Source: an optimization exercise on an open RTL-to-GDS flow (aim: small area). Production flows keep margins and buffers that such runs may drop. Only simulation tests tie the RTL to the original design; equivalence was not proved. Power figures rest on the tool's default switching activity, not on a simulated workload.

## flow/design.v (module list and top-level ports; edited modules follow where they fit)
// module must_pix: 599 lines
// module end_pix: 741 lines
// module vga_ttop: 77 lines
module vga_ttop(
    input  wire        sys_clk,
    input  wire        sys_rst_n,
    input  wire        btn_next,
    output wire        hsync,
    output wire        vsync,
    output wire [15:0] rgb
);
  // ...
==> flow/flow/run.sh <==
#!/bin/bash
# Own layout flow: the standard synthesis, its combinational logic re-mapped for
# area (flip-flops untouched), then the standard ORFS layout with port buffers
# of the smallest buffer and a clock tree without dummy loads.
set -euo pipefail
W=$PWD
R=$W/orfs/results/$FLOW_PLATFORM/vga_ttop/base
LIB=$FLOW_HOME/platforms/$FLOW_PLATFORM/lib/sky130_fd_sc_hd__tt_025C_1v80.lib

bash standard.sh "$R/1_2_yosys.v" > synth.log 2>&1
cp "$R/1_2_yosys.v" std_netlist.v
ln -sf "$LIB" lib.lib
python3 flow/mkmodels.py "$LIB" models.v > models.log 2>&1
yosys -s flow/reopt.ys > reopt.log 2>&1
cp reopt_netlist.v "$R/1_2_yosys.v"

export BUFFER_PORTS_ARGS="-buffer_cell sky130_fd_sc_hd__buf_1"
export CTS_ARGS="-sink_clustering_enable -repair_clock_nets -dont_use_dummy_load"
bash standard.sh finish > layout.log 2>&1
==> flow/flow/area.abc <==
strash
&get -n
&deepsyn -T 60
&put
dch -f
map -a
topo
==> flow/flow/mkmodels.py <==
#!/usr/bin/env python3
"""Write Verilog models of the liberty's combinational cells (for re-mapping) and blackbox
stubs of its sequential cells. usage: mkmodels.py LIB OUT.v"""
import re, sys
lib = open(sys.argv[1]).read()
out = []
def conv(f):
    f = f.strip().strip('"')
    f = f.replace('!', '~').replace('+', '|').replace('*', '&')
    # implicit AND (space between operands)
    f = re.sub(r'(?<=[\w\)])\s+(?=[\w\(~])', ' & ', f)
    return f
for m in re.finditer(r'\n\s*cell\s*\(\s*"?(\w+)"?\s*\)\s*\{', lib):
    name = m.group(1)
    start = m.end(); depth = 1; i = start
    while depth:
        c = lib[i]
        if c == '{': depth += 1
        elif c == '}': depth -= 1
        i += 1
    body = lib[start:i]
    seq = re.search(r'\b(ff|latch|statetable)\s*\(', body) is not None
    pins = []
    for pm in re.finditer(r'\bpin\s*\(\s*"?(\w+)"?\s*\)\s*\{', body):
        ps = pm.end(); d = 1; j = ps
        while d:
            c = body[j]
            if c == '{': d += 1
            elif c == '}': d -= 1
            j += 1
        pb = body[ps:j]
        dm = re.search(r'direction\s*:\s*"?(\w+)"?', pb)
        fm = re.search(r'\bfunction\s*:\s*("[^"]*")', pb)
        pins.append((pm.group(1), dm.group(1) if dm else 'input', fm.group(1) if fm else None))
    seen=set(); pins=[p for p in pins if not (p[0] in seen or seen.add(p[0]))]
    if not pins: continue
    decl = ", ".join(p[0] for p in pins)
    lines = [f"module {name}({decl});"]
    for p, d, f in pins:
        lines.append(f"  {'output' if d == 'output' else 'input'} {p};")
    outs = [p for p in pins if p[1] == 'output']
    if seq or any(f is None for _, _, f in outs) or not outs:
        lines.insert(0, "(* blackbox *)")
    else:
        for p, d, f in outs:
            lines.append(f"  assign {p} = {conv(f)};")
    lines.append("endmodule")
    out.append("\n".join(lines))
open(sys.argv[2], 'w').write("\n\n".join(out) + "\n")
==> flow/flow/reopt.ys <==
# Re-map the combinational logic of the standard synthesis for area. Every
# flip-flop is a blackbox here, so its instance, name and cell stay as they are.
read_verilog -lib models.v
read_verilog std_netlist.v
hierarchy -top vga_ttop
read_verilog -overwrite models.v
hierarchy -top vga_ttop
tee -o reopt_before.txt stat -liberty lib.lib
flatten
opt -purge
techmap
opt -fast -purge
abc -script flow/area.abc -liberty lib.lib -dont_use sky130_fd_sc_hd__probe_p_8 -dont_use sky130_fd_sc_hd__probec_p_8 -dont_use sky130_fd_sc_hd__lpflow_*
opt_clean -purge
hilomap -singleton -hicell sky130_fd_sc_hd__conb_1 HI -locell sky130_fd_sc_hd__conb_1 LO
splitnets
opt_clean -purge
tee -o reopt_after.txt stat -liberty lib.lib
write_verilog -noattr -nohex -nodec reopt_netlist.v
==> flow/standard.sh <==
#!/bin/bash
# synth_recipe.tcl (not shown) runs the flow's synth.tcl, then flattens the netlist and writes it again
# the make line also repeats each setting of config.mk as NAME=value (left out here)
make -C /OpenROAD-flow-scripts/flow DESIGN_CONFIG=/design/flow/config.mk WORK_HOME=/design/flow/orfs CLKGATE_MAP_FILE= SYNTH_SCRIPT=/design/flow/synth_recipe.tcl "${@:-finish}"
==> flow/config.mk <==
export PLATFORM = sky130hd
export DESIGN_NAME = vga_ttop
export DESIGN_NICKNAME = vga_ttop
export VERILOG_FILES = /design/flow/design.v
export SDC_FILE = /design/flow/constraint.sdc
export NUM_CORES = 4
export LEC_CHECK = 0
export CAP_MARGIN = 20
export CORE_MARGIN = 2
export CORE_UTILIZATION = 40
export SLEW_MARGIN = 20
==> flow/constraint.sdc <==
create_clock -name core_clock -period 20.0 [get_ports {sys_clk}]
set_input_delay 4.0000 -clock core_clock [delete_from_list [all_inputs] [get_ports {sys_clk}]]
set_output_delay 4.0000 -clock core_clock [all_outputs]
set_load 0.01 [all_outputs]
==> metrics.yaml, run 1 <==
outcome: "finished clean"
via_per_inst: 6.45
top_regs: "hc (11), vc (10)"
met3_usage_pct: 3.63
crit_path_end_kind: "primary output"
place_congestion: 1.01
met2_length_um: 5910
grt.busiest_layer: "met2"
dpl_worst_slack_ns: 11.13
hold_viol: 0
nFillCells: 861
r2r-start: "hc[3]"
cp_max_fo: 14
cts_setup_buffers: 0
setup_violations: 0
whs_ns: 0.363
arrival_ns: 5.38
timing.final.crit_share_pct: 46.9
cp.depth: 17
area_dominant_class: "multi-input combinational cells"
multi_input_area_um2: 2210
top_register: "hc"
hold_end: "key_reg1"
cts_root_buffer: "clkbuf_8"
start_util_pct: 41.2
switching_power_w: 0.0000232
largest_reg_flops: 11
comb_power_w: 0.00000958
hpwl_um: 10600
cp_slowest_cell: "dfstp_2"
cp.required_ns: 16.00
met1_usage_pct: 45.2
==> module vga_ttop, before the edit <==
module vga_ttop(
    input  wire        sys_clk,
    input  wire        sys_rst_n,
    input  wire        btn_next,
    output wire        hsync,
    output wire        vsync,
    output wire [15:0] rgb
);
    reg key_reg0, key_reg1, key_reg2;
    always @(posedge sys_clk or negedge sys_rst_n) begin
        if (!sys_rst_n) begin
            key_reg0 <= 1'b1;
            key_reg1 <= 1'b1;
            key_reg2 <= 1'b1;
        end else begin
            key_reg0 <= btn_next;
            key_reg1 <= key_reg0;
            key_reg2 <= key_reg1;
        end
    end
    wire key_edge = ~key_reg1 & key_reg2;
    reg sel_must, sel_end;
    always @(posedge sys_clk or negedge sys_rst_n) begin
        if (!sys_rst_n) begin
            sel_must <= 1'b0;
            sel_end  <= 1'b0;
        end else if (key_edge) begin
            sel_must <= ~sel_must & ~sel_end;
            sel_end  <= sel_must;
        end
    end
    wire sel_bar = ~sel_must & ~sel_end;
    reg [10:0] hc;
    wire [10:0] hc_inc = hc + 11'd1;
    wire hwrap = hc[10] & ~hc[9] & hc[8] & (&hc[4:0]);    
    always @(posedge sys_clk or negedge sys_rst_n) begin
        if (!sys_rst_n)
            hc <= 11'd1761;
        else
            hc <= {hc_inc[10], hc_inc[9] | hwrap, hc_inc[8] & ~hwrap,
                   hc_inc[7] | hwrap, hc_inc[6] | hwrap, hc_inc[5:0]};
    end
    reg [9:0] vc;
    wire [9:0] vc_inc = vc + 10'd1;
    wire vwrap = vc[9] & vc[3] & vc[2];                   
    always @(posedge sys_clk or negedge sys_rst_n) begin
        if (!sys_rst_n)
            vc <= 10'd490;
        else if (hwrap)
            vc <= vwrap ? 10'd0 : vc_inc;
    end
    wire [9:0] x = hc[10:1];
    wire [9:0] y = vc;
    assign hsync = x[9] & x[8] & ~(x[7] & x[6] & (x[5] | x[4]));    
    assign vsync = (y[9:1] == 9'd245);                               
    wire active = (~x[9] | (~x[8] & ~x[7])) & ~y[9] & ~(y[8] & y[7] & y[6] & y[5]);
    reg [15:0] bar;
    always @(*) begin
        case (x[9:6])
            4'd0: bar = 16'hF800;
            4'd1: bar = 16'hFC00;
            4'd2: bar = 16'hFFE0;
            4'd3: bar = 16'h87E0;
            4'd4: bar = 16'h07FF;
            4'd5: bar = 16'h001F;
            4'd6: bar = 16'h481F;
            4'd7: bar = 16'hF81F;
            4'd8: bar = 16'hFFFF;
            default: bar = 16'h8410;
        endcase
    end
    wire mpix, epix;
    must_pix u_must (.pix_x(x), .pix_y(y), .draw(mpix));
    end_pix  u_end  (.pix_x(x), .pix_y(y), .draw(epix));
    wire white = (sel_must & mpix) | (sel_end & epix);
    assign rgb = active ? ((sel_bar ? bar : 16'h0000) | {16{white}}) : 16'h0000;
endmodule
==> run 2, diff against run 1 <==
==> flow/design.v (replaced) <==
module must_pix(pix_x, pix_y, draw);
  input [9:0] pix_x;
  wire [9:0] pix_x;
  input [9:0] pix_y;
  wire [9:0] pix_y;
  output draw;
  wire draw;
  wire _000_;
  wire _001_;
  wire _002_;
  wire _003_;
  wire _004_;
  wire _005_;
  wire _006_;
  wire _007_;
  wire _008_;
  wire _009_;
  wire _010_;
  wire _011_;
  wire _012_;
  wire _013_;
  wire _014_;
  wire _015_;
  wire _016_;
  wire _017_;
  wire _018_;
  wire _019_;
  wire _020_;
  wire _021_;
  wire _022_;
  wire _023_;
  wire _024_;
  wire _025_;
  wire _026_;
  wire _027_;
  wire _028_;
  wire _029_;
  wire _030_;
  wire _031_;
  wire _032_;
  wire _033_;
  wire _034_;
  wire _035_;
  wire _036_;
  wire _037_;
  wire _038_;
  wire _039_;
  wire _040_;
  wire _041_;
  wire _042_;
  wire _043_;
  wire _044_;
  wire _045_;
  wire _046_;
  wire _047_;
  wire _048_;
  wire _049_;
  wire _050_;
  wire _051_;
  wire _052_;
  wire _053_;
  wire _054_;
  wire _055_;
  wire _056_;
  wire _057_;
  wire _058_;
  wire _059_;
  wire _060_;
  wire _061_;
  wire _062_;
  wire _063_;
  wire _064_;
  wire _065_;
  wire _066_;
  wire _067_;
  wire _068_;
  wire _069_;
  wire _070_;
  wire _071_;
  wire _072_;
  wire _073_;
  wire _074_;
  wire _075_;
  wire _076_;
  wire _077_;
  wire _078_;
  wire _079_;
  wire _080_;
  wire _081_;
  wire _082_;
  wire _083_;
  wire _084_;
  wire _085_;
  wire _086_;
  wire _087_;
  wire _088_;
  wire _089_;
  wire _090_;
  wire _091_;
  wire _092_;
  wire _093_;
  wire _094_;
  wire _095_;
  wire _096_;
  wire _097_;
  wire _098_;
  wire _099_;
  wire _100_;
  wire _101_;
  wire _102_;
  wire _103_;
  wire _104_;
  wire _105_;
  wire _106_;
  wire _107_;
  wire _108_;
  wire _109_;
  wire _110_;
  wire _111_;
  wire _112_;
  wire _113_;
  wire _114_;
  wire _115_;
  wire _116_;
  wire _117_;
  wire _118_;
  wire _119_;
  wire _120_;
  wire _121_;
  wire _122_;
  wire _123_;
  wire _124_;
  wire _125_;
  wire _126_;
  wire _127_;
  wire _128_;
  wire _129_;
  wire _130_;
  wire _131_;
  wire _132_;
  wire _133_;
  wire _134_;
  wire _135_;
  wire _136_;
  wire _137_;
  wire _138_;
  wire _139_;
  wire _140_;
  wire _141_;
  wire _142_;
  wire _143_;
  wire _144_;
  wire _145_;
  wire _146_;
  wire _147_;
  wire _148_;
  wire _149_;
  wire _150_;
  wire _151_;
  wire _152_;
  wire _153_;
  wire _154_;
  wire _155_;
  wire _156_;
  wire _157_;
  wire _158_;
  wire _159_;
  wire _160_;
  wire _161_;
  wire _162_;
  wire _163_;
  wire _164_;
  wire _165_;
  wire _166_;
  wire _167_;
  wire _168_;
  wire _169_;
  wire _170_;
  wire _171_;
  wire _172_;
  wire _173_;
  wire _174_;
  wire _175_;
  wire _176_;
  wire _177_;
  wire _178_;
  wire _179_;
  wire _180_;
  wire _181_;
  wire _182_;
  wire _183_;
  wire _184_;
  wire _185_;
  wire _186_;
  wire _187_;
  wire _188_;
  wire _189_;
  wire _190_;
  wire _191_;
  wire _192_;
  wire _193_;
  wire _194_;
  wire _195_;
  wire _196_;
  wire _197_;
  wire _198_;
  wire _199_;
  wire _200_;
  wire _201_;
  wire _202_;
  wire _203_;
  wire _204_;
  wire _205_;
  wire _206_;
  wire _207_;
  wire _208_;
  wire _209_;
  wire _210_;
  wire _211_;
  wire _212_;
  wire _213_;
  wire _214_;
  wire _215_;
  wire _216_;
  wire _217_;
  wire _218_;
  wire _219_;
  wire _220_;
  wire _221_;
  wire _222_;
  wire _223_;
  wire _224_;
  wire _225_;
  wire _226_;
  wire _227_;
  wire _228_;
  wire _229_;
  wire _230_;
  wire _231_;
  wire _232_;
  wire _233_;
  wire _234_;
  wire _235_;
  wire _236_;
  wire _237_;
  wire _238_;
  wire _239_;
  wire _240_;
  wire _241_;
  wire _242_;
  wire _243_;
  wire _244_;
  wire _245_;
  wire _246_;
  wire _247_;
  wire _248_;
  wire _249_;
  wire _250_;
  wire _251_;
  wire _252_;
  wire _253_;
  wire _254_;
  wire _255_;
  wire _256_;
  wire _257_;
  wire _258_;
  wire _259_;
  wire _260_;
  wire _261_;
  wire _262_;
  wire _263_;
  wire [9:0] x;
  wire [8:0] y;
  assign _110_ = 4'h1 >> pix_y[6:5];
  assign _121_ = 4'h8 >> pix_y[4:3];
  assign _132_ = 4'h4 >> pix_y[8:7];
  assign _143_ = 4'h4 >> { _132_, _121_ };
  assign _154_ = 4'h8 >> { _143_, _110_ };
  assign _165_ = 4'h8 >> { pix_y[2], pix_y[3] };
  assign _176_ = 4'h8 >> { pix_y[4], pix_y[5] };
  assign _187_ = 4'h8 >> { _176_, pix_y[1] };
  assign _193_ = 4'h8 >> { _187_, _165_ };
  assign _194_ = 4'h1 >> { _193_, pix_y[6] };
  assign _195_ = 4'h2 >> pix_y[8:7];
  assign _196_ = 4'h4 >> { _195_, _194_ };
  assign _197_ = 4'h1 >> { _196_, _154_ };
  assign _198_ = 4'h8 >> { pix_x[0], pix_x[1] };
  assign _199_ = 4'h8 >> { _198_, pix_x[2] };
  assign _200_ = 4'h4 >> { pix_x[5], pix_x[3] };
  assign _201_ = 4'h2 >> { pix_x[5], pix_x[3] };
  assign _202_ = 4'h1 >> { _201_, _200_ };
  assign _203_ = 4'h2 >> { _202_, pix_x[4] };
  assign _204_ = 4'h4 >> { _203_, _199_ };
  assign _205_ = 4'h1 >> pix_x[5:4];
  assign _206_ = 4'h2 >> { _205_, pix_x[2] };
  assign _207_ = 4'h8 >> { pix_x[3], pix_x[4] };
  assign _208_ = 4'h1 >> { _207_, _200_ };
  assign _209_ = 4'h8 >> { _208_, _206_ };
  assign _210_ = 4'h1 >> { _209_, _204_ };
  assign _211_ = 4'h8 >> { _210_, pix_x[4] };
  assign _212_ = 4'h1 >> { pix_y[0], pix_y[1] };
  assign _213_ = 4'h2 >> { _212_, _165_ };
  assign _214_ = 4'h1 >> { pix_y[4], pix_y[5] };
  assign _215_ = 4'h4 >> { _214_, _213_ };
  assign _216_ = 4'h2 >> { _215_, pix_y[6] };
  assign _217_ = 4'h1 >> { _216_, _110_ };
  assign _218_ = 4'h4 >> { _217_, _205_ };
  assign _219_ = 4'h2 >> { _218_, pix_x[6] };
  assign _220_ = 4'h4 >> { _219_, _211_ };
  assign _221_ = 4'h1 >> pix_x[2:1];
  assign _222_ = 4'h2 >> { _221_, pix_x[3] };
  assign _223_ = 4'h1 >> { _222_, pix_x[4] };
  assign _224_ = 4'h2 >> { _223_, pix_x[5] };
  assign _225_ = 4'h1 >> { pix_x[0], pix_x[1] };
  assign _226_ = 4'h1 >> { pix_x[2], pix_x[5] };
  assign _227_ = 4'h4 >> { _226_, pix_x[3] };
  assign _228_ = 4'h8 >> { _227_, _225_ };
  assign _229_ = 4'h2 >> { _228_, _217_ };
  assign _230_ = 4'h1 >> { _229_, _224_ };
  assign _231_ = 4'h1 >> { _165_, pix_y[4] };
  assign _232_ = 4'h8 >> { pix_y[1], pix_y[3] };
  assign _233_ = 4'h2 >> { _232_, pix_y[8] };
  assign _234_ = 4'h8 >> { _233_, _231_ };
  assign _235_ = 4'h4 >> { _234_, _207_ };
  assign _236_ = 4'h1 >> { _235_, pix_x[6] };
  assign _237_ = 4'h2 >> { _236_, pix_x[7] };
  assign _238_ = 4'h4 >> { _237_, _230_ };
  assign _239_ = 4'h4 >> { _238_, _220_ };
  assign _240_ = 4'h2 >> { _224_, pix_x[7] };
  assign _241_ = 4'h1 >> { _240_, pix_x[6] };
  assign _242_ = 4'h8 >> { _232_, pix_y[0] };
  assign _243_ = 4'h2 >> { _242_, _231_ };
  assign _244_ = 4'h2 >> { _243_, pix_y[5] };
  assign _245_ = 4'h1 >> { _244_, _215_ };
  assign _246_ = 4'h8 >> { pix_x[5], pix_x[6] };
  assign _247_ = 4'h8 >> { pix_x[1], pix_x[3] };
  assign _248_ = 4'h8 >> { _247_, pix_x[2] };
  assign _249_ = 4'h1 >> { _248_, pix_x[4] };
  assign _250_ = 4'h8 >> { pix_x[2], pix_x[0] };
  assign _251_ = 4'h8 >> { _250_, pix_x[3] };
  assign _252_ = 4'h2 >> { _251_, _249_ };
  assign _253_ = 4'h2 >> { _252_, _246_ };
  assign _254_ = 4'h1 >> { _253_, pix_x[7] };
  assign _255_ = 4'h1 >> { pix_y[2], pix_y[3] };
  assign _256_ = 4'h2 >> { _255_, _231_ };
  assign _257_ = 4'h1 >> { _256_, _254_ };
  assign _258_ = 4'h2 >> { _257_, _245_ };
  assign _259_ = 4'h1 >> { _258_, pix_y[8] };
  assign _260_ = 4'h1 >> { _259_, _241_ };
  assign _261_ = 4'h8 >> { pix_y[0], pix_y[1] };
  assign _262_ = 4'h2 >> { _261_, _255_ };
  assign _263_ = 4'h8 >> { pix_y[6], pix_y[4] };
  assign _000_ = 4'h4 >> { _263_, _262_ };
  assign _001_ = 4'h1 >> { _000_, _241_ };
  assign _002_ = 4'h1 >> { _207_, pix_y[8] };
  assign _003_ = 4'h8 >> { _002_, _241_ };
  assign _004_ = 4'h1 >> { _003_, _001_ };
  assign _005_ = 4'h1 >> { _254_, _245_ };
  assign _006_ = 4'h4 >> { _005_, _004_ };
  assign _007_ = 4'h1 >> { _006_, _260_ };
  assign _008_ = 4'h8 >> { _248_, pix_x[4] };
  assign _009_ = 4'h1 >> { _008_, pix_x[5] };
  assign _010_ = 4'h1 >> { _009_, pix_x[7] };
  assign _011_ = 4'h2 >> { _010_, pix_x[6] };
  assign _012_ = 4'h1 >> { _011_, _234_ };
  assign _013_ = 4'h4 >> { _012_, _007_ };
  assign _014_ = 4'h1 >> { _013_, _239_ };
  assign _015_ = 4'h2 >> { _014_, pix_x[8] };
  assign _016_ = 4'h1 >> { pix_x[1], pix_x[3] };
  assign _017_ = 4'h1 >> { _016_, _227_ };
  assign _018_ = 4'h2 >> { _017_, _205_ };
  assign _019_ = 4'h4 >> { _018_, _250_ };
  assign _020_ = 4'h2 >> { _019_, pix_x[6] };
  assign _021_ = 4'h1 >> { pix_x[2], pix_x[3] };
  assign _022_ = 4'h2 >> { _021_, pix_x[4] };
  assign _023_ = 4'h8 >> { _022_, pix_x[5] };
  assign _024_ = 4'h4 >> { _023_, _016_ };
  assign _025_ = 4'h4 >> { _024_, pix_x[6] };
  assign _026_ = 4'h2 >> { _212_, pix_y[3] };
  assign _027_ = 4'h2 >> { _026_, _231_ };
  assign _028_ = 4'h2 >> { _027_, pix_y[8] };
  assign _029_ = 4'h2 >> { _024_, pix_x[6] };
  assign _030_ = 4'h1 >> { _029_, _028_ };
  assign _031_ = 4'h4 >> { _030_, _025_ };
  assign _032_ = 4'h1 >> { _031_, _020_ };
  assign _033_ = 4'h2 >> { _032_, pix_x[8] };
  assign _034_ = 4'h1 >> { _033_, pix_x[7] };
  assign _035_ = 4'h1 >> { _034_, _015_ };
  assign _036_ = 4'h1 >> { pix_x[8], pix_x[9] };
  assign _037_ = 4'h8 >> { _246_, _207_ };
  assign _038_ = 4'h2 >> { _037_, _036_ };
  assign _039_ = 4'h4 >> { pix_x[2], pix_x[4] };
  assign _040_ = 4'h1 >> { _039_, pix_x[0] };
  assign _041_ = 4'h4 >> { _040_, pix_x[4] };
  assign _042_ = 4'h2 >> { _041_, _224_ };
  assign _043_ = 4'h2 >> { _042_, _217_ };
  assign _044_ = 4'h1 >> { _043_, _018_ };
  assign _045_ = 4'h1 >> { pix_x[8], pix_x[6] };
  assign _046_ = 4'h4 >> { _045_, _044_ };
  assign _047_ = 4'h2 >> { _046_, pix_x[9] };
  assign _048_ = 4'h1 >> { _047_, _038_ };
  assign _049_ = 4'h4 >> { _048_, _035_ };
  assign _050_ = 4'h4 >> { _042_, _031_ };
  assign _051_ = 4'h1 >> { _221_, _200_ };
  assign _052_ = 4'h2 >> { _201_, pix_x[4] };
  assign _053_ = 4'h4 >> { _052_, _051_ };
  assign _054_ = 4'h1 >> { _053_, _205_ };
  assign _055_ = 4'h4 >> { _054_, _050_ };
  assign _056_ = 4'h2 >> { _039_, _225_ };
  assign _057_ = 4'h2 >> { _056_, pix_x[3] };
  assign _058_ = 4'h1 >> { _057_, pix_x[4] };
  assign _059_ = 4'h1 >> { _058_, pix_x[6] };
  assign _060_ = 4'h2 >> { _247_, pix_x[2] };
  assign _061_ = 4'h1 >> { _060_, _016_ };
  assign _062_ = 4'h8 >> { _041_, pix_x[6] };
  assign _063_ = 4'h4 >> { _062_, _061_ };
  assign _064_ = 4'h1 >> { _063_, _059_ };
  assign _065_ = 4'h4 >> { _064_, _055_ };
  assign _066_ = 4'h1 >> { _210_, pix_y[5] };
  assign _067_ = 4'h8 >> { _210_, pix_y[5] };
  assign _068_ = 4'h1 >> { _067_, _066_ };
  assign _069_ = 4'h2 >> { _225_, pix_x[2] };
  assign _070_ = 4'h2 >> { _069_, _207_ };
  assign _071_ = 4'h4 >> { pix_x[0], pix_x[1] };
  assign _072_ = 4'h1 >> { _071_, pix_x[3] };
  assign _073_ = 4'h1 >> { _072_, pix_x[4] };
  assign _074_ = 4'h4 >> { pix_x[1], pix_x[3] };
  assign _075_ = 4'h8 >> { pix_x[0], pix_x[4] };
  assign _076_ = 4'h8 >> { _075_, _074_ };
  assign _077_ = 4'h1 >> { _076_, _073_ };
  assign _078_ = 4'h2 >> { _077_, pix_x[2] };
  assign _079_ = 4'h1 >> { _078_, _070_ };
  assign _080_ = 4'h2 >> { _079_, pix_x[5] };
  assign _081_ = 4'h1 >> { _051_, _016_ };
  assign _082_ = 4'h1 >> { _081_, pix_x[2] };
  assign _083_ = 4'h1 >> { _198_, pix_x[5] };
  assign _084_ = 4'h8 >> { _083_, _222_ };
  assign _085_ = 4'h2 >> { _084_, pix_x[4] };
  assign _086_ = 4'h4 >> { _085_, _082_ };
  assign _087_ = 4'h1 >> { _086_, _249_ };
  assign _088_ = 4'h1 >> { _087_, _080_ };
  assign _089_ = 4'h8 >> { _088_, pix_y[4] };
  assign _090_ = 4'h2 >> { _089_, _068_ };
  assign _091_ = 4'h2 >> { _052_, _247_ };
  assign _092_ = 4'h4 >> { _016_, _226_ };
  assign _093_ = 4'h4 >> { pix_x[3], pix_x[4] };
  assign _094_ = 4'h4 >> { _093_, pix_x[2] };
  assign _095_ = 4'h1 >> { _094_, _092_ };
  assign _096_ = 4'h4 >> { _095_, _091_ };
  assign _097_ = 4'h2 >> { _096_, pix_x[0] };
  assign _098_ = 4'h4 >> { _247_, _206_ };
  assign _099_ = 4'h2 >> { _061_, _040_ };
  assign _100_ = 4'h1 >> { _099_, _098_ };
  assign _101_ = 4'h4 >> { _100_, _097_ };
  assign _102_ = 4'h2 >> { _101_, pix_y[3] };
  assign _103_ = 4'h4 >> { _101_, pix_y[3] };
  assign _104_ = 4'h1 >> { _103_, _102_ };
  assign _105_ = 4'h2 >> { _074_, pix_x[2] };
  assign _106_ = 4'h1 >> { _105_, _021_ };
  assign _107_ = 4'h2 >> { _106_, pix_x[0] };
  assign _108_ = 4'h2 >> { _247_, pix_x[0] };
  assign _109_ = 4'h2 >> { _108_, _106_ };
  assign _111_ = 4'h1 >> { _109_, _107_ };
  assign _112_ = 4'h2 >> { _111_, pix_x[4] };
  assign _113_ = 4'h4 >> { _111_, pix_x[4] };
  assign _114_ = 4'h1 >> { _113_, _112_ };
  assign _115_ = 4'h4 >> { _114_, pix_x[5] };
  assign _116_ = 4'h2 >> { _040_, pix_x[1] };
  assign _117_ = 4'h4 >> { _075_, pix_x[2] };
  assign _118_ = 4'h2 >> { _117_, _057_ };
  assign _119_ = 4'h4 >> { _118_, _116_ };
  assign _120_ = 4'h1 >> { _108_, _016_ };
  assign _122_ = 4'h4 >> { _120_, pix_x[2] };
  assign _123_ = 4'h4 >> { _250_, pix_x[4] };
  assign _124_ = 4'h2 >> { _123_, _072_ };
  assign _125_ = 4'h4 >> { _124_, _122_ };
  assign _126_ = 4'h1 >> { _125_, _119_ };
  assign _127_ = 4'h4 >> { _126_, _115_ };
  assign _128_ = 4'h1 >> { _127_, pix_x[5] };
  assign _129_ = 4'h2 >> { _120_, pix_x[2] };
  assign _130_ = 4'h1 >> { _129_, _122_ };
  assign _131_ = 4'h2 >> { _130_, pix_x[4] };
  assign _133_ = 4'h4 >> { _060_, pix_x[0] };
  assign _134_ = 4'h4 >> { _071_, pix_x[2] };
  assign _135_ = 4'h1 >> { _134_, _199_ };
  assign _136_ = 4'h4 >> { _135_, _133_ };
  assign _137_ = 4'h1 >> { _136_, pix_x[4] };
  assign _138_ = 4'h1 >> { _137_, _131_ };
  assign _139_ = 4'h2 >> { _138_, _128_ };
  assign _140_ = 4'h4 >> { _138_, _128_ };
  assign _141_ = 4'h1 >> { _140_, _139_ };
  assign _142_ = 4'h4 >> { _141_, pix_y[2] };
  assign _144_ = 4'h2 >> { _142_, _104_ };
  assign _145_ = 4'h2 >> { _141_, pix_y[2] };
  assign _146_ = 4'h2 >> { _126_, pix_y[1] };
  assign _147_ = 4'h4 >> { _126_, pix_y[1] };
  assign _148_ = 4'h1 >> { _147_, _146_ };
  assign _149_ = 4'h2 >> { _148_, pix_x[5] };
  assign _150_ = 4'h4 >> { _148_, pix_x[5] };
  assign _151_ = 4'h1 >> { _150_, _149_ };
  assign _152_ = 4'h2 >> { _151_, _114_ };
  assign _153_ = 4'h4 >> { _152_, pix_y[0] };
  assign _155_ = 4'h1 >> { _127_, pix_y[1] };
  assign _156_ = 4'h4 >> { _155_, _152_ };
  assign _157_ = 4'h1 >> { _156_, _153_ };
  assign _158_ = 4'h1 >> { _157_, _145_ };
  assign _159_ = 4'h2 >> { _158_, _144_ };
  assign _160_ = 4'h1 >> { _159_, _102_ };
  assign _161_ = 4'h1 >> { _088_, pix_y[4] };
  assign _162_ = 4'h1 >> { _161_, _160_ };
  assign _163_ = 4'h2 >> { _162_, _090_ };
  assign _164_ = 4'h1 >> { _145_, _104_ };
  assign _166_ = 4'h2 >> { _164_, _157_ };
  assign _167_ = 4'h1 >> { _166_, _144_ };
  assign _168_ = 4'h2 >> { _114_, pix_y[0] };
  assign _169_ = 4'h8 >> { _168_, _148_ };
  assign _170_ = 4'h1 >> { _169_, _153_ };
  assign _171_ = 4'h1 >> { _170_, _159_ };
  assign _172_ = 4'h4 >> { _171_, _167_ };
  assign _173_ = 4'h1 >> { _160_, _090_ };
  assign _174_ = 4'h1 >> { _161_, _068_ };
  assign _175_ = 4'h2 >> { _018_, pix_x[6] };
  assign _177_ = 4'h1 >> { _022_, pix_x[5] };
  assign _178_ = 4'h1 >> { _023_, pix_y[5] };
  assign _179_ = 4'h4 >> { _178_, _177_ };
  assign _180_ = 4'h2 >> { _179_, pix_y[6] };
  assign _181_ = 4'h4 >> { _179_, pix_y[6] };
  assign _182_ = 4'h1 >> { _181_, _180_ };
  assign _183_ = 4'h1 >> { _182_, _175_ };
  assign _184_ = 4'h4 >> { _183_, _174_ };
  assign _185_ = 4'h4 >> { _184_, _173_ };
  assign _186_ = 4'h4 >> { _185_, _172_ };
  assign _188_ = 4'h4 >> { _186_, _163_ };
  assign _189_ = 4'h1 >> { _188_, _065_ };
  assign _190_ = 4'h8 >> { _036_, pix_x[7] };
  assign _191_ = 4'h4 >> { _190_, _189_ };
  assign _192_ = 4'h1 >> { _191_, _049_ };
  assign draw = 4'h1 >> { _192_, _197_ };
  assign y = pix_y[8:0];
  assign x = pix_x;
endmodule
module end_pix(pix_x, pix_y, draw);
  input [9:0] pix_x;
  wire [9:0] pix_x;
  input [9:0] pix_y;
  wire [9:0] pix_y;
  output draw;
  wire draw;
  wire _000_;
  wire _001_;
  wire _002_;
  wire _003_;
  wire _004_;
  wire _005_;
  wire _006_;
  wire _007_;
  wire _008_;
  wire _009_;
  wire _010_;
  wire _011_;
  wire _012_;
  wire _013_;
  wire _014_;
  wire _015_;
  wire _016_;
  wire _017_;
  wire _018_;
  wire _019_;
  wire _020_;
  wire _021_;
  wire _022_;
  wire _023_;
  wire _024_;
  wire _025_;
  wire _026_;
  wire _027_;
  wire _028_;
  wire _029_;
  wire _030_;
  wire _031_;
  wire _032_;
  wire _033_;
  wire _034_;
  wire _035_;
  wire _036_;
  wire _037_;
  wire _038_;
  wire _039_;
  wire _040_;
  wire _041_;
  wire _042_;
  wire _043_;
  wire _044_;
  wire _045_;
  wire _046_;
  wire _047_;
  wire _048_;
  wire _049_;
  wire _050_;
  wire _051_;
  wire _052_;
  wire _053_;
  wire _054_;
  wire _055_;
  wire _056_;
  wire _057_;
  wire _058_;
  wire _059_;
  wire _060_;
  wire _061_;
  wire _062_;
  wire _063_;
  wire _064_;
  wire _065_;
  wire _066_;
  wire _067_;
  wire _068_;
  wire _069_;
  wire _070_;
  wire _071_;
  wire _072_;
  wire _073_;
  wire _074_;
  wire _075_;
  wire _076_;
  wire _077_;
  wire _078_;
  wire _079_;
  wire _080_;
  wire _081_;
  wire _082_;
  wire _083_;
  wire _084_;
  wire _085_;
  wire _086_;
  wire _087_;
  wire _088_;
  wire _089_;
  wire _090_;
  wire _091_;
  wire _092_;
  wire _093_;
  wire _094_;
  wire _095_;
  wire _096_;
  wire _097_;
  wire _098_;
  wire _099_;
  wire _100_;
  wire _101_;
  wire _102_;
  wire _103_;
  wire _104_;
  wire _105_;
  wire _106_;
  wire _107_;
  wire _108_;
  wire _109_;
  wire _110_;
  wire _111_;
  wire _112_;
  wire _113_;
  wire _114_;
  wire _115_;
  wire _116_;
  wire _117_;
  wire _118_;
  wire _119_;
  wire _120_;
  wire _121_;
  wire _122_;
  wire _123_;
  wire _124_;
  wire _125_;
  wire _126_;
  wire _127_;
  wire _128_;
  wire _129_;
  wire _130_;
  wire _131_;
  wire _132_;
  wire _133_;
  wire _134_;
  wire _135_;
  wire _136_;
  wire _137_;
  wire _138_;
  wire _139_;
  wire _140_;
  wire _141_;
  wire _142_;
  wire _143_;
  wire _144_;
  wire _145_;
  wire _146_;
  wire _147_;
  wire _148_;
  wire _149_;
  wire _150_;
  wire _151_;
  wire _152_;
  wire _153_;
  wire _154_;
  wire _155_;
  wire _156_;
  wire _157_;
  wire _158_;
  wire _159_;
  wire _160_;
  wire _161_;
  wire _162_;
  wire _163_;
  wire _164_;
  wire _165_;
  wire _166_;
  wire _167_;
  wire _168_;
  wire _169_;
  wire _170_;
  wire _171_;
  wire _172_;
  wire _173_;
  wire _174_;
  wire _175_;
  wire _176_;
  wire _177_;
  wire _178_;
  wire _179_;
  wire _180_;
  wire _181_;
  wire _182_;
  wire _183_;
  wire _184_;
  wire _185_;
  wire _186_;
  wire _187_;
  wire _188_;
  wire _189_;
  wire _190_;
  wire _191_;
  wire _192_;
  wire _193_;
  wire _194_;
  wire _195_;
  wire _196_;
  wire _197_;
  wire _198_;
  wire _199_;
  wire _200_;
  wire _201_;
  wire _202_;
  wire _203_;
  wire _204_;
  wire _205_;
  wire _206_;
  wire _207_;
  wire _208_;
  wire _209_;
  wire _210_;
  wire _211_;
  wire _212_;
  wire _213_;
  wire _214_;
  wire _215_;
  wire _216_;
  wire _217_;
  wire _218_;
  wire _219_;
  wire _220_;
  wire _221_;
  wire _222_;
  wire _223_;
  wire _224_;
  wire _225_;
  wire _226_;
  wire _227_;
  wire _228_;
  wire _229_;
  wire _230_;
  wire _231_;
  wire _232_;
  wire _233_;
  wire _234_;
  wire _235_;
  wire _236_;
  wire _237_;
  wire _238_;
  wire _239_;
  wire _240_;
  wire _241_;
  wire _242_;
  wire _243_;
  wire _244_;
  wire _245_;
  wire _246_;
  wire _247_;
  wire _248_;
  wire _249_;
  wire _250_;
  wire _251_;
  wire _252_;
  wire _253_;
  wire _254_;
  wire _255_;
  wire _256_;
  wire _257_;
  wire _258_;
  wire _259_;
  wire _260_;
  wire _261_;
  wire _262_;
  wire _263_;
  wire _264_;
  wire _265_;
  wire _266_;
  wire _267_;
  wire _268_;
  wire _269_;
  wire _270_;
  wire _271_;
  wire _272_;
  wire _273_;
  wire _274_;
  wire _275_;
  wire _276_;
  wire _277_;
  wire _278_;
  wire _279_;
  wire _280_;
  wire _281_;
  wire _282_;
  wire _283_;
  wire _284_;
  wire _285_;
  wire _286_;
  wire _287_;
  wire _288_;
  wire _289_;
  wire _290_;
  wire _291_;
  wire _292_;
  wire _293_;
  wire _294_;
  wire _295_;
  wire _296_;
  wire _297_;
  wire _298_;
  wire _299_;
  wire _300_;
  wire _301_;
  wire _302_;
  wire _303_;
  wire _304_;
  wire _305_;
  wire _306_;
  wire _307_;
  wire _308_;
  wire _309_;
  wire _310_;
  wire _311_;
  wire _312_;
  wire _313_;
  wire _314_;
  wire _315_;
  wire _316_;
  wire _317_;
  wire _318_;
  wire _319_;
  wire _320_;
  wire _321_;
  wire [5:0] a_lo;
  wire [5:0] ady;
  wire [5:0] dx;
  wire [6:0] dy;
  wire [9:0] x;
  wire [8:0] y;
  assign _110_ = 4'h8 >> { pix_y[6], pix_y[4] };
  assign _121_ = 4'h1 >> { pix_y[6], pix_y[4] };
  assign _132_ = 4'h1 >> { _121_, _110_ };
  assign _143_ = 4'h4 >> pix_y[4:3];
  assign _154_ = 4'h2 >> pix_y[4:3];
  assign _165_ = 4'h1 >> { _154_, _143_ };
  assign _176_ = 4'h2 >> { pix_y[0], pix_y[1] };
  assign _187_ = 4'h1 >> { pix_y[1], pix_y[2] };
  assign _198_ = 4'h8 >> { pix_y[1], pix_y[2] };
  assign _209_ = 4'h1 >> { _198_, _187_ };
  assign _220_ = 4'h4 >> { _209_, _176_ };
  assign _231_ = 4'h2 >> { _220_, _165_ };
  assign _242_ = 4'h1 >> { pix_y[2], pix_y[3] };
  assign _253_ = 4'h8 >> { pix_y[2], pix_y[3] };
  assign _257_ = 4'h1 >> { _253_, _242_ };
  assign _258_ = 4'h2 >> { _257_, _231_ };
  assign _259_ = 4'h8 >> { pix_y[0], pix_y[1] };
  assign _260_ = 4'h4 >> { _259_, pix_y[3] };
  assign _261_ = 4'h2 >> { pix_y[4], pix_y[1] };
  assign _262_ = 4'h4 >> { _261_, pix_y[2] };
  assign _263_ = 4'h2 >> { _261_, pix_y[2] };
  assign _264_ = 4'h1 >> { _263_, _262_ };
  assign _265_ = 4'h1 >> { _264_, _260_ };
  assign _266_ = 4'h1 >> { _265_, _242_ };
  assign _267_ = 4'h4 >> { _266_, pix_y[0] };
  assign _268_ = 4'h8 >> { pix_y[0], pix_y[4] };
  assign _269_ = 4'h4 >> { _268_, _198_ };
  assign _270_ = 4'h1 >> { _268_, _187_ };
  assign _271_ = 4'h1 >> { _270_, _269_ };
  assign _272_ = 4'h1 >> { _271_, _257_ };
  assign _273_ = 4'h2 >> { _253_, pix_y[0] };
  assign _274_ = 4'h4 >> { _273_, _272_ };
  assign _275_ = 4'h4 >> { pix_y[2], pix_y[3] };
  assign _276_ = 4'h2 >> { _198_, pix_y[4] };
  assign _277_ = 4'h4 >> { _276_, pix_y[0] };
  assign _278_ = 4'h1 >> { _277_, _275_ };
  assign _279_ = 4'h8 >> { _275_, pix_y[4] };
  assign _280_ = 4'h1 >> { _279_, _278_ };
  assign _281_ = 4'h1 >> { _280_, _274_ };
  assign _282_ = 4'h4 >> { _281_, _267_ };
  assign _283_ = 4'h4 >> { _282_, pix_y[2] };
  assign _284_ = 4'h2 >> { _282_, pix_y[2] };
  assign _285_ = 4'h1 >> { _284_, pix_y[1] };
  assign _286_ = 4'h4 >> { _285_, _283_ };
  assign _287_ = 4'h1 >> { _286_, _260_ };
  assign _288_ = 4'h1 >> { _287_, pix_y[5] };
  assign _289_ = 4'h1 >> { _288_, _258_ };
  assign _290_ = 4'h8 >> { _289_, _132_ };
  assign _291_ = 4'h1 >> { pix_y[0], pix_y[1] };
  assign _292_ = 4'h2 >> { _291_, pix_y[2] };
  assign _293_ = 4'h1 >> { _292_, pix_y[6] };
  assign _294_ = 4'h4 >> { _291_, pix_y[2] };
  assign _295_ = 4'h2 >> { _294_, _293_ };
  assign _296_ = 4'h8 >> { _295_, pix_y[3] };
  assign _297_ = 4'h8 >> { pix_y[6], pix_y[2] };
  assign _298_ = 4'h4 >> { _297_, pix_y[3] };
  assign _299_ = 4'h1 >> { _298_, pix_y[5] };
  assign _300_ = 4'h4 >> { _299_, _296_ };
  assign _301_ = 4'h4 >> { _300_, _290_ };
  assign _302_ = 4'h1 >> { _301_, pix_x[2] };
  assign _303_ = 4'h8 >> { pix_x[1], pix_x[2] };
  assign _304_ = 4'h8 >> pix_y[4:3];
  assign _305_ = 4'h4 >> { _304_, pix_y[2] };
  assign _306_ = 4'h1 >> { _305_, _132_ };
  assign _307_ = 4'h1 >> { _306_, pix_y[0] };
  assign _308_ = 4'h1 >> { _253_, pix_y[1] };
  assign _309_ = 4'h2 >> { _308_, pix_y[6] };
  assign _310_ = 4'h1 >> { _291_, _259_ };
  assign _311_ = 4'h2 >> { _310_, pix_y[3] };
  assign _312_ = 4'h1 >> { _198_, pix_y[6] };
  assign _313_ = 4'h1 >> { _312_, _253_ };
  assign _314_ = 4'h1 >> { _313_, _311_ };
  assign _315_ = 4'h1 >> { _314_, _309_ };
  assign _316_ = 4'h1 >> { _315_, _307_ };
  assign _317_ = 4'h1 >> { _316_, _303_ };
  assign _318_ = 4'h4 >> { _317_, _302_ };
  assign _319_ = 4'h1 >> { pix_x[1], pix_x[3] };
  assign _320_ = 4'h1 >> pix_x[3:2];
  assign _321_ = 4'h1 >> { _320_, _319_ };
  assign _000_ = 4'h8 >> { _303_, pix_x[3] };
  assign _001_ = 4'h2 >> { _000_, _321_ };
  assign _002_ = 4'h2 >> { _295_, _143_ };
  assign _003_ = 4'h2 >> { _297_, _154_ };
  assign _004_ = 4'h4 >> { _003_, _294_ };
  assign _005_ = 4'h1 >> { _004_, _002_ };
  assign _006_ = 4'h8 >> { _005_, _001_ };
  assign _007_ = 4'h8 >> { _176_, _165_ };
  assign _008_ = 4'h1 >> { _007_, _316_ };
  assign _009_ = 4'h1 >> { _008_, pix_x[2] };
  assign _010_ = 4'h8 >> { _282_, pix_x[0] };
  assign _011_ = 4'h4 >> { _010_, _009_ };
  assign _012_ = 4'h1 >> { _011_, _301_ };
  assign _013_ = 4'h1 >> { pix_x[1], pix_x[2] };
  assign _014_ = 4'h1 >> { _013_, _303_ };
  assign _015_ = 4'h4 >> { _271_, pix_x[0] };
  assign _016_ = 4'h2 >> { _015_, _014_ };
  assign _017_ = 4'h1 >> { _271_, pix_x[1] };
  assign _018_ = 4'h1 >> { _017_, _008_ };
  assign _019_ = 4'h2 >> { _282_, pix_x[0] };
  assign _020_ = 4'h4 >> { _019_, _018_ };
  assign _021_ = 4'h1 >> { _020_, _016_ };
  assign _022_ = 4'h1 >> { _021_, _012_ };
  assign _023_ = 4'h1 >> { _022_, _006_ };
  assign _024_ = 4'h4 >> { _023_, _318_ };
  assign _025_ = 4'h1 >> { _005_, _001_ };
  assign _026_ = 4'h8 >> { _187_, _143_ };
  assign _027_ = 4'h1 >> { _026_, _132_ };
  assign _028_ = 4'h1 >> { _027_, pix_y[5] };
  assign _029_ = 4'h1 >> { _259_, pix_y[6] };
  assign _030_ = 4'h8 >> { _154_, pix_y[2] };
  assign _031_ = 4'h4 >> { _030_, _029_ };
  assign _032_ = 4'h1 >> { _031_, _028_ };
  assign _033_ = 4'h8 >> { _032_, _005_ };
  assign _034_ = 4'h1 >> { _033_, pix_y[5] };
  assign _035_ = 4'h1 >> { _000_, pix_x[4] };
  assign _036_ = 4'h8 >> { pix_x[2], pix_x[4] };
  assign _037_ = 4'h8 >> { pix_x[1], pix_x[3] };
  assign _038_ = 4'h8 >> { _037_, _036_ };
  assign _039_ = 4'h1 >> { _038_, _035_ };
  assign _040_ = 4'h2 >> { _039_, _034_ };
  assign _041_ = 4'h2 >> { _297_, _132_ };
  assign _042_ = 4'h1 >> { _041_, _187_ };
  assign _043_ = 4'h1 >> { _042_, _276_ };
  assign _044_ = 4'h1 >> { _043_, _165_ };
  assign _045_ = 4'h1 >> { _044_, _035_ };
  assign _046_ = 4'h1 >> { _045_, _040_ };
  assign _047_ = 4'h1 >> { _046_, _025_ };
  assign _048_ = 4'h4 >> { _047_, _024_ };
  assign _049_ = 4'h2 >> { _014_, _289_ };
  assign _050_ = 4'h2 >> { _049_, _001_ };
  assign _051_ = 4'h1 >> { _280_, _266_ };
  assign _052_ = 4'h1 >> { _051_, pix_y[5] };
  assign _053_ = 4'h1 >> { _052_, _050_ };
  assign _054_ = 4'h4 >> { _014_, _289_ };
  assign _055_ = 4'h2 >> { _051_, _001_ };
  assign _056_ = 4'h1 >> { _271_, _231_ };
  assign _057_ = 4'h2 >> { _056_, pix_x[0] };
  assign _058_ = 4'h1 >> { _057_, _272_ };
  assign _059_ = 4'h1 >> { _058_, _291_ };
  assign _060_ = 4'h1 >> { _059_, _055_ };
  assign _061_ = 4'h8 >> { _154_, pix_y[0] };
  assign _062_ = 4'h2 >> { _143_, pix_x[0] };
  assign _063_ = 4'h8 >> { _062_, _257_ };
  assign _064_ = 4'h4 >> { _063_, _061_ };
  assign _065_ = 4'h8 >> { _220_, _165_ };
  assign _066_ = 4'h2 >> { _065_, pix_y[5] };
  assign _067_ = 4'h4 >> { _066_, _064_ };
  assign _068_ = 4'h1 >> { _067_, _060_ };
  assign _069_ = 4'h1 >> { pix_x[0], pix_y[0] };
  assign _070_ = 4'h4 >> { _069_, _264_ };
  assign _071_ = 4'h1 >> { _070_, pix_x[1] };
  assign _072_ = 4'h1 >> { _071_, _068_ };
  assign _073_ = 4'h4 >> { _072_, _054_ };
  assign _074_ = 4'h8 >> { _039_, _271_ };
  assign _075_ = 4'h1 >> { pix_x[2], pix_x[4] };
  assign _076_ = 4'h8 >> { _075_, _319_ };
  assign _077_ = 4'h4 >> { _076_, _271_ };
  assign _078_ = 4'h1 >> { _077_, _074_ };
  assign _079_ = 4'h4 >> { _078_, _073_ };
  assign _080_ = 4'h4 >> { _079_, _053_ };
  assign _081_ = 4'h4 >> { _040_, _271_ };
  assign _082_ = 4'h8 >> pix_x[3:2];
  assign _083_ = 4'h1 >> { _082_, pix_x[4] };
  assign _084_ = 4'h8 >> { pix_x[3], pix_x[4] };
  assign _085_ = 4'h1 >> { _084_, pix_x[5] };
  assign _086_ = 4'h4 >> { _085_, _083_ };
  assign _087_ = 4'h1 >> { _086_, _028_ };
  assign _088_ = 4'h4 >> { _087_, _081_ };
  assign _089_ = 4'h4 >> { _088_, _080_ };
  assign _090_ = 4'h2 >> { _035_, _034_ };
  assign _091_ = 4'h1 >> { pix_x[5], pix_x[6] };
  assign _092_ = 4'h8 >> { _091_, pix_x[7] };
  assign _093_ = 4'h4 >> { _092_, _036_ };
  assign _094_ = 4'h4 >> { _093_, _090_ };
  assign _095_ = 4'h2 >> pix_x[7:6];
  assign _096_ = 4'h8 >> { _095_, pix_x[5] };
  assign _097_ = 4'h8 >> { _096_, _090_ };
  assign _098_ = 4'h1 >> { _097_, _094_ };
  assign _099_ = 4'h4 >> { _041_, _293_ };
  assign _100_ = 4'h8 >> { _099_, _040_ };
  assign _101_ = 4'h1 >> { _100_, _098_ };
  assign _102_ = 4'h4 >> { _101_, _089_ };
  assign _103_ = 4'h4 >> { _102_, _048_ };
  assign _104_ = 4'h8 >> { pix_x[0], pix_x[3] };
  assign _105_ = 4'h4 >> { pix_x[1], pix_x[4] };
  assign _106_ = 4'h8 >> { pix_x[0], pix_x[1] };
  assign _107_ = 4'h1 >> { _106_, _082_ };
  assign _108_ = 4'h1 >> { _107_, _105_ };
  assign _109_ = 4'h2 >> { _014_, pix_x[0] };
  assign _111_ = 4'h1 >> { _109_, _108_ };
  assign _112_ = 4'h1 >> { _111_, _104_ };
  assign _113_ = 4'h4 >> { _112_, _303_ };
  assign _114_ = 4'h1 >> { _113_, pix_x[4] };
  assign _115_ = 4'h2 >> { _303_, pix_x[4] };
  assign _116_ = 4'h4 >> { _037_, pix_x[0] };
  assign _117_ = 4'h1 >> { _116_, _115_ };
  assign _118_ = 4'h4 >> { _117_, _114_ };
  assign _119_ = 4'h4 >> { pix_x[0], pix_x[3] };
  assign _120_ = 4'h2 >> { _119_, _075_ };
  assign _122_ = 4'h8 >> { _119_, _036_ };
  assign _123_ = 4'h1 >> { _122_, _013_ };
  assign _124_ = 4'h4 >> { _123_, _120_ };
  assign _125_ = 4'h4 >> { _124_, _118_ };
  assign _126_ = 4'h8 >> { _125_, pix_y[3] };
  assign _127_ = 4'h1 >> { _125_, pix_y[3] };
  assign _128_ = 4'h1 >> { _127_, _126_ };
  assign _129_ = 4'h2 >> { pix_x[1], pix_x[4] };
  assign _130_ = 4'h1 >> { _129_, _105_ };
  assign _131_ = 4'h1 >> { _119_, _116_ };
  assign _133_ = 4'h4 >> { _131_, _130_ };
  assign _134_ = 4'h1 >> { _133_, _112_ };
  assign _135_ = 4'h1 >> { _134_, pix_y[2] };
  assign _136_ = 4'h2 >> { _135_, _128_ };
  assign _137_ = 4'h4 >> { pix_x[2], pix_x[4] };
  assign _138_ = 4'h1 >> { _137_, pix_x[3] };
  assign _139_ = 4'h1 >> { _082_, _037_ };
  assign _140_ = 4'h1 >> { _139_, _115_ };
  assign _141_ = 4'h1 >> { _140_, _138_ };
  assign _142_ = 4'h8 >> { _141_, pix_x[0] };
  assign _144_ = 4'h1 >> { _141_, pix_x[0] };
  assign _145_ = 4'h1 >> { _144_, _142_ };
  assign _146_ = 4'h1 >> { _145_, pix_y[1] };
  assign _147_ = 4'h4 >> { _137_, pix_x[0] };
  assign _148_ = 4'h2 >> { _147_, _037_ };
  assign _149_ = 4'h4 >> { _148_, _142_ };
  assign _150_ = 4'h2 >> { _141_, pix_x[0] };
  assign _151_ = 4'h2 >> { _150_, _319_ };
  assign _152_ = 4'h2 >> { pix_x[2], pix_x[4] };
  assign _153_ = 4'h1 >> { _152_, _147_ };
  assign _155_ = 4'h1 >> { _153_, _037_ };
  assign _156_ = 4'h1 >> { _155_, _151_ };
  assign _157_ = 4'h4 >> { _156_, _149_ };
  assign _158_ = 4'h1 >> { _157_, pix_y[0] };
  assign _159_ = 4'h1 >> { _158_, _146_ };
  assign _160_ = 4'h8 >> { _134_, pix_y[2] };
  assign _161_ = 4'h8 >> { _145_, pix_y[1] };
  assign _162_ = 4'h1 >> { _161_, _160_ };
  assign _163_ = 4'h4 >> { _162_, _159_ };
  assign _164_ = 4'h2 >> { _163_, _136_ };
  assign _166_ = 4'h1 >> { _162_, _135_ };
  assign _167_ = 4'h1 >> { _166_, _128_ };
  assign _168_ = 4'h8 >> { _157_, pix_y[0] };
  assign _169_ = 4'h4 >> { _168_, _167_ };
  assign _170_ = 4'h1 >> { _160_, _128_ };
  assign _171_ = 4'h1 >> { _170_, _146_ };
  assign _172_ = 4'h1 >> { pix_x[0], pix_x[1] };
  assign _173_ = 4'h2 >> { _172_, pix_x[2] };
  assign _174_ = 4'h1 >> { _173_, pix_x[5] };
  assign _175_ = 4'h1 >> { _174_, _139_ };
  assign _177_ = 4'h4 >> { _320_, pix_x[5] };
  assign _178_ = 4'h4 >> { _177_, _106_ };
  assign _179_ = 4'h1 >> { _178_, _175_ };
  assign _180_ = 4'h8 >> pix_y[5:4];
  assign _181_ = 4'h4 >> { _180_, _179_ };
  assign _182_ = 4'h4 >> { pix_y[6], pix_x[5] };
  assign _183_ = 4'h2 >> { pix_y[5], pix_x[5] };
  assign _184_ = 4'h1 >> { _183_, pix_y[4] };
  assign _185_ = 4'h4 >> { _184_, _182_ };
  assign _186_ = 4'h8 >> { _185_, _179_ };
  assign _188_ = 4'h1 >> { _186_, _181_ };
  assign _189_ = 4'h4 >> { _188_, _126_ };
  assign _190_ = 4'h1 >> { _189_, _171_ };
  assign _191_ = 4'h4 >> { _190_, _169_ };
  assign _192_ = 4'h1 >> { _191_, _164_ };
  assign _193_ = 4'h1 >> { _136_, _126_ };
  assign _194_ = 4'h4 >> { pix_y[5], pix_x[5] };
  assign _195_ = 4'h1 >> { _194_, _183_ };
  assign _196_ = 4'h2 >> { _195_, _110_ };
  assign _197_ = 4'h8 >> { _196_, _179_ };
  assign _199_ = 4'h2 >> { _185_, pix_x[2] };
  assign _200_ = 4'h4 >> pix_y[5:4];
  assign _201_ = 4'h1 >> { _200_, pix_x[2] };
  assign _202_ = 4'h1 >> { _201_, _199_ };
  assign _203_ = 4'h4 >> { _202_, _179_ };
  assign _204_ = 4'h1 >> { _203_, _197_ };
  assign _205_ = 4'h4 >> { _204_, _193_ };
  assign _206_ = 4'h8 >> { pix_x[5], pix_x[6] };
  assign _207_ = 4'h1 >> { _206_, pix_x[7] };
  assign _208_ = 4'h4 >> { pix_x[4], pix_x[5] };
  assign _210_ = 4'h1 >> { pix_x[4], pix_x[6] };
  assign _211_ = 4'h1 >> { _210_, _208_ };
  assign _212_ = 4'h8 >> { _211_, _207_ };
  assign _213_ = 4'h4 >> { _212_, _205_ };
  assign _214_ = 4'h4 >> { _213_, _192_ };
  assign _215_ = 4'h8 >> { _321_, pix_x[4] };
  assign _216_ = 4'h2 >> { _215_, pix_x[5] };
  assign _217_ = 4'h8 >> { _143_, pix_y[5] };
  assign _218_ = 4'h4 >> { _217_, _292_ };
  assign _219_ = 4'h1 >> { _218_, _216_ };
  assign _221_ = 4'h8 >> { _219_, _032_ };
  assign _222_ = 4'h1 >> { _221_, _095_ };
  assign _223_ = 4'h1 >> { _082_, pix_x[5] };
  assign _224_ = 4'h1 >> { _129_, pix_x[3] };
  assign _225_ = 4'h2 >> { _320_, pix_x[4] };
  assign _226_ = 4'h1 >> { _225_, _224_ };
  assign _227_ = 4'h1 >> { _226_, _223_ };
  assign _228_ = 4'h1 >> { _227_, pix_x[7] };
  assign _229_ = 4'h2 >> { _228_, pix_x[8] };
  assign _230_ = 4'h2 >> { _229_, _222_ };
  assign _232_ = 4'h2 >> { _106_, pix_x[3] };
  assign _233_ = 4'h2 >> { _232_, _086_ };
  assign _234_ = 4'h2 >> { _320_, pix_x[5] };
  assign _235_ = 4'h8 >> { _234_, _035_ };
  assign _236_ = 4'h1 >> { _235_, _233_ };
  assign _237_ = 4'h2 >> { _236_, _095_ };
  assign _238_ = 4'h1 >> { _237_, _230_ };
  assign _239_ = 4'h4 >> { _238_, _214_ };
  assign _240_ = 4'h4 >> { _239_, _103_ };
  assign _241_ = 4'h4 >> { _206_, _083_ };
  assign _243_ = 4'h8 >> { _241_, _222_ };
  assign _244_ = 4'h1 >> { _243_, pix_x[8] };
  assign _245_ = 4'h1 >> { _304_, pix_y[5] };
  assign _246_ = 4'h8 >> { _245_, _165_ };
  assign _247_ = 4'h4 >> { pix_y[7], pix_y[8] };
  assign _248_ = 4'h8 >> { _247_, pix_y[6] };
  assign _249_ = 4'h4 >> { _248_, _246_ };
  assign _250_ = 4'h2 >> { pix_y[7], pix_y[8] };
  assign _251_ = 4'h4 >> { _250_, pix_y[6] };
  assign _252_ = 4'h8 >> { _251_, _245_ };
  assign _254_ = 4'h1 >> { _252_, _249_ };
  assign _255_ = 4'h1 >> { _254_, pix_x[9] };
  assign _256_ = 4'h4 >> { _255_, _244_ };
  assign draw = 4'h4 >> { _256_, _240_ };
  assign a_lo[5] = 1'h0;
  assign ady[0] = pix_y[0];
  assign dy[3:0] = pix_y[3:0];
  assign dx[0] = pix_x[0];
  assign y = pix_y[8:0];
  assign x = pix_x;
endmodule
`timescale 1ns/1ps
module vga_ttop(
    input  wire        sys_clk,
    input  wire        sys_rst_n,
    input  wire        btn_next,
    output wire        hsync,
    output wire        vsync,
    output wire [15:0] rgb
);
    reg key_reg0, key_reg1, key_reg2;
    always @(posedge sys_clk or negedge sys_rst_n) begin
        if (!sys_rst_n) begin
            key_reg0 <= 1'b1;
            key_reg1 <= 1'b1;
            key_reg2 <= 1'b1;
        end else begin
            key_reg0 <= btn_next;
            key_reg1 <= key_reg0;
            key_reg2 <= key_reg1;
        end
    end
    wire key_edge = ~key_reg1 & key_reg2;
    reg sel_must, sel_end;
    always @(posedge sys_clk or negedge sys_rst_n) begin
        if (!sys_rst_n) begin
            sel_must <= 1'b0;
            sel_end  <= 1'b0;
        end else if (key_edge) begin
            sel_must <= ~sel_must & ~sel_end;
            sel_end  <= sel_must;
        end
    end
    wire sel_bar = ~sel_must & ~sel_end;
    reg [10:0] hc;
    wire [10:0] hc_inc = hc + 11'd1;
    wire hwrap = hc[10] & ~hc[9] & hc[8] & (&hc[4:0]);    
    always @(posedge sys_clk or negedge sys_rst_n) begin
        if (!sys_rst_n)
            hc <= 11'd1761;
        else
            hc <= {hc_inc[10], hc_inc[9] | hwrap, hc_inc[8] & ~hwrap,
                   hc_inc[7] | hwrap, hc_inc[6] | hwrap, hc_inc[5:0]};
    end
    reg [9:0] vc;
    wire [9:0] vc_inc = vc + {9'd0, hwrap};
    wire vclr = hwrap & vc[9] & vc[3] & vc[2];            
    always @(posedge sys_clk or negedge sys_rst_n) begin
        if (!sys_rst_n)
            vc <= 10'd490;
        else
            vc <= vc_inc & ~({10{vclr}} & 10'b10_0000_1101);
    end
    wire [9:0] x = hc[10:1];
    wire [9:0] y = vc;
    assign hsync = x[9] & x[8] & ~(x[7] & x[6] & (x[5] | x[4]));    
    assign vsync = (y[9:1] == 9'd245);                               
    wire active = (~x[9] | (~x[8] & ~x[7])) & ~y[9] & ~(y[8] & y[7] & y[6] & y[5]);
    wire [3:0] b = x[9:6];
    wire g0  = b[2] | (b[3] & ~b[0]);                                         
    wire g4  = b[2] | b[3];                                                   
    wire g5  = (~b[2] & b[1]) | (~b[1] & ~b[0] & (b[2] | b[3]));              
    wire g10 = b[3] | (~b[2] & (b[1] | b[0])) | (b[2] & ~b[1] & ~b[0]);       
    wire lo3 = ~b[3] & ~b[2] & ~(b[1] & b[0]);                                
    wire g11 = lo3 | (b[2] & b[1]) | (b[3] & ~b[0]);                          
    wire g12 = lo3 | (b[2] & b[1] & b[0]) | (b[3] & ~b[0]);                   
    wire g15 = ~b[2] | (b[1] & b[0]);                                         
    wire [15:0] bar = {g15, g11, g12, g12, g11, g10, g5, g5, g5, g5, g5, g4, g0, g0, g0, g0};
    wire mpix, epix;
    must_pix u_must (.pix_x(x), .pix_y(y), .draw(mpix));
    end_pix  u_end  (.pix_x(x), .pix_y(y), .draw(epix));
    wire white = (sel_must & mpix) | (sel_end & epix);
    assign rgb = active ? ((sel_bar ? bar : 16'h0000) | {16{white}}) : 16'h0000;
endmodule
--- a/flow/flow/run.sh
+++ b/flow/flow/run.sh
@@ -10,10 +10,10 @@
 bash standard.sh "$R/1_2_yosys.v" > synth.log 2>&1
 cp "$R/1_2_yosys.v" std_netlist.v
 ln -sf "$LIB" lib.lib
 python3 flow/mkmodels.py "$LIB" models.v > models.log 2>&1
 yosys -s flow/reopt.ys > reopt.log 2>&1
 cp reopt_netlist.v "$R/1_2_yosys.v"
 
 export BUFFER_PORTS_ARGS="-buffer_cell sky130_fd_sc_hd__buf_1"
-export CTS_ARGS="-sink_clustering_enable -repair_clock_nets -dont_use_dummy_load"
+export CTS_ARGS="-sink_clustering_enable -repair_clock_nets -dont_use_dummy_load -sink_clustering_size 30 -sink_clustering_max_diameter 200 -buf_list sky130_fd_sc_hd__clkbuf_8 -root_buf sky130_fd_sc_hd__clkbuf_8"
 bash standard.sh finish > layout.log 2>&1
==> flow/flow/area.abc (replaced) <==
strash
&get -n
&deepsyn -T 60
&put
dch -f
amap
topo
==> metrics.yaml, run 2 <==
wl_per_cell_um: 18.7  # was 19.9 um
timing.final.crit_share_pct: 49.0  # was 46.9%
top_register: "hc"  # unchanged
max_cap_viol_count: 0  # unchanged
outcome: "finished clean"  # unchanged
synth.net_count: 493  # was 554
cts.repair.resized: 0  # unchanged
ir_drop_mv: 0.0269  # was 0.0328 mV
drive_gt1_share_pct: 3.70  # was 4.17%
whs_ns: 0.368  # was 0.363 ns
cts_setup_buffers: 0  # unchanged
grt_max_degree: 27  # unchanged
internal_power_w: 0.0000721  # was 0.0000704 W
min_period_ns: 9.80  # was 9.38 ns
largest_reg_flops: 11  # unchanged
power_frac_clock_pct: 31.4  # was 31.2%
power_frac_seq_pct: 55.5  # was 58.6%
pin_count: 21  # unchanged
crit_path_end_kind: "primary output"  # unchanged
start_util_pct: 40.9  # was 41.2%
drv_slew: 0  # unchanged
clk_pin_slew_worst_paths_ns: 0.10  # was 0.08 ns
timing.setup.tns_ns: 0  # unchanged
route.detailed.drc: 0  # unchanged
worst_slew_pin_slew_ns: 0.747  # was 1.05 ns
die-height_um: 89.7  # was 93.0 um
cts_hold_buf: 0  # unchanged
cp-start-kind: "register"  # unchanged
power.share.switching_pct: 27.0  # was 24.8%
core-area_um2: 7180  # was 7690 um2
setup_violations: 0  # unchanged
first_iter_violations: 545  # was 522
netlist_instances: 490  # was 551
skew_ns: 0.0193  # was 0.00888 ns
grt_util_all_layers_pct: 27.8  # was 31.1%
clock_sinks: 26  # unchanged
num_vias: 3859  # was 4371
cp-endpoint: "rgb[3]"  # was rgb[10]
pwr-share-comb_pct: 13.1  # was 10.2%
r2r-start: "hc[3]"  # unchanged
hpwl_um: 8910  # was 10600 um
grt_pass1_wl_um: 18300  # was 21100 um
cp_max_fo: 11  # was 14
fp-row-count: 31  # was 32
place_congestion: 1.03  # was 1.01
critical_path.max_stage_delay_ns: 0.64  # was 0.71 ns
top_regs: "hc (11), vc (10)"  # unchanged
cp_slowest_cell: "dfrtp_1"  # was dfstp_2
power.total_w: 0.0000988  # was 0.0000936 W
final_common_cell: "nor2_1"  # unchanged
cts_tree: "done"  # unchanged
r2r_end: "vc[8]"  # was vc[7]
antenna_found_initial: 0  # unchanged
hp-class: "register to register"  # unchanged
post-place-cells: 610  # was 675
syn-cell-area_um2: 2940  # was 3170 um2
htree_levels: 1  # unchanged
final_nets: 519  # was 581
wl_um: 11400  # was 13500 um
dieArea_um2: 8050  # was 8650 um2
power_per_cell_area_nw_per_um2: 31.0  # was 27.3 nW/um2
synth_warnings: 1  # unchanged
drt-pass1-iter-count: 7  # was 6
numCtsBuffers: 3  # unchanged
antenna_cells: 0  # unchanged
layout_common_cells: "nor2_1 (153), clkinv_1 (69), o21ai_0 (40)"  # was nor2_1 (139), nand2_1 (83), clkinv_1 (77)
overflow: 0  # unchanged
utilization_pct: 44.4  # was 44.6%
arrival_ns: 5.80  # was 5.38 ns
critPathKind: "register to primary output"  # unchanged
cp.required_ns: 16.00  # about the same
ant_nets: 0  # unchanged
port_buffers: 20  # unchanged
die_w_um: 89.7  # was 93.0 um
syn_to_final_growth_pct: 8.43  # was 8.17%
max_freq_mhz: 102  # was 107 MHz
reg2regPathDepth: 14  # unchanged
crit_top_cell: "o21ai_0"  # unchanged
grt_pass1_vias: 3399  # was 3943
hold_viol: 0  # unchanged
clock_tree.buffer_depth: 2  # unchanged
nFillCells: 777  # was 861
switching_power_w: 0.0000267  # was 0.0000232 W
power_leakage_nw: 1.03  # was 1.22 nW
cts_root_buffer: "clkbuf_8"  # unchanged
syn_area_per_cell_um2: 6.00  # was 5.75 um2
insertion_delay_ns: 0.29  # was 0.27 ns
instances_no_fill: 613  # was 678
max-slew-margin-rel_pct: 50.0  # was 28.9%
rsz0062_at_grt: "false"  # unchanged
crit_start: "hc[3]"  # was hc[5]
path_cells: "clkinv_1 > nor2_1 > nor2_1 > clkinv_1 > nor3_1 > a2111oi_0 > o21ai_0 > a31oi_1 > a21boi_0 > a21o_1 > o211ai_1 > o21ai_0 > o31ai_1 > a31oi_1 > or4_1 > nor2b_1 > o21ai_0 > nor2b_1 > buf_1"  # was clkinv_1 > nor2_1 > clkinv_1 > o211ai_1 > o21ai_0 > nor3_1 > a221oi_1 > a21oi_1 > a2111oi_0 > o221ai_1 > o21ai_0 > nand2_1 > nor2_1 > o21ai_0 > o21ai_0 > o21bai_1 > buf_1
via_per_inst: 6.30  # was 6.45
reg2reg_slack_ns: 15.67  # was 15.84 ns
==> run 2: changes by cell type in the layout (fill, tap and decap cells not counted), sizes merged, moves of 8 or more <==
cell / delta
nor3: +12
nand3: -16
nor2: +14
nand4: -8
a21oi: -18
clkinv: -8
nand2: -50
==> run 2: worst max-delay path, delay by kind of cell (launching register included) <==
| kind | cells | cell delay, ns |
|---|---|---|
| buffers and inverters | 3 | 0.71 |
| flip-flops | 1 | 0.64 |
| AO/OA/AOI/OAI | 10 | 2.35 |
| AND/OR/NAND/NOR | 6 | 1.81 |
==> run 2: worst min path at each step <==
stage               slack [ns]      from  cells past startpoint        to
floorplan                 0.35  key_reg0                      0  key_reg1
global placement          0.36  key_reg1                      0  key_reg2
detailed placement        0.36  key_reg0                      0  key_reg1
CTS                       0.38  key_reg0                      0  key_reg1
global route              0.38  key_reg0                      0  key_reg1
finish                    0.37  key_reg0                      0  key_reg1
==> run 2: stage by stage <==
stage               worst slack (ns)  cell area, um2
global placement               10.67            3140
detailed placement             10.72            3140
CTS                            10.39            3190
finish                         10.20            3190
global route                    9.66            3190
floorplan                      11.61            2940
==> run 2: final cells by class <==
class                           count  area, um2  share of cell area (%)
Multi-Input combinational cell    395       2010                    63.1
Sequential cell                    26        669                    21.0
Inverter                           69        259                    8.13
Tap cell                           99        124                    3.89
Timing Repair Buffer               21       82.6                    2.59
Clock buffer                        3       41.3                    1.30
==> run 2: routing by layer <==
| metal | part of all wire [%] | vias to the layer above | track usage (%) |
|---|---|---|---|
| met5 | 0 | - | 0 |
| met4 | 3.1 | 0 | 8.33 |
| met3 | 10 | 43 | 3.60 |
| met2 | 43 | 262 | 43.0 |
| met1 | 44 | 1753 | 40.6 |
| li1 | - | 1801 | - |
==> run 2: power groups by stage <==
stage / Clock, W / Sequential, W / Combinational (W)
after detailed placement: 0 / 0.0000558 / 0.0000131
after CTS: 0.0000320 / 0.0000549 / 0.0000132
final: 0.0000310 / 0.0000548 / 0.0000129
after global routing: 0.0000334 / 0.0000550 / 0.0000148
after floorplan: 0 / 0.0000557 / 0.00000808
after global placement: 0 / 0.0000557 / 0.0000130

Re-timed with assumed drivers on the ports (clkbuf_16 on the clock, buf_2 on other inputs), run 2 has 10.173 ns of setup slack against 10.203 ns with ideal ports, and 10.482 ns once port delays also move by the mid clock arrival of 0.309 ns.
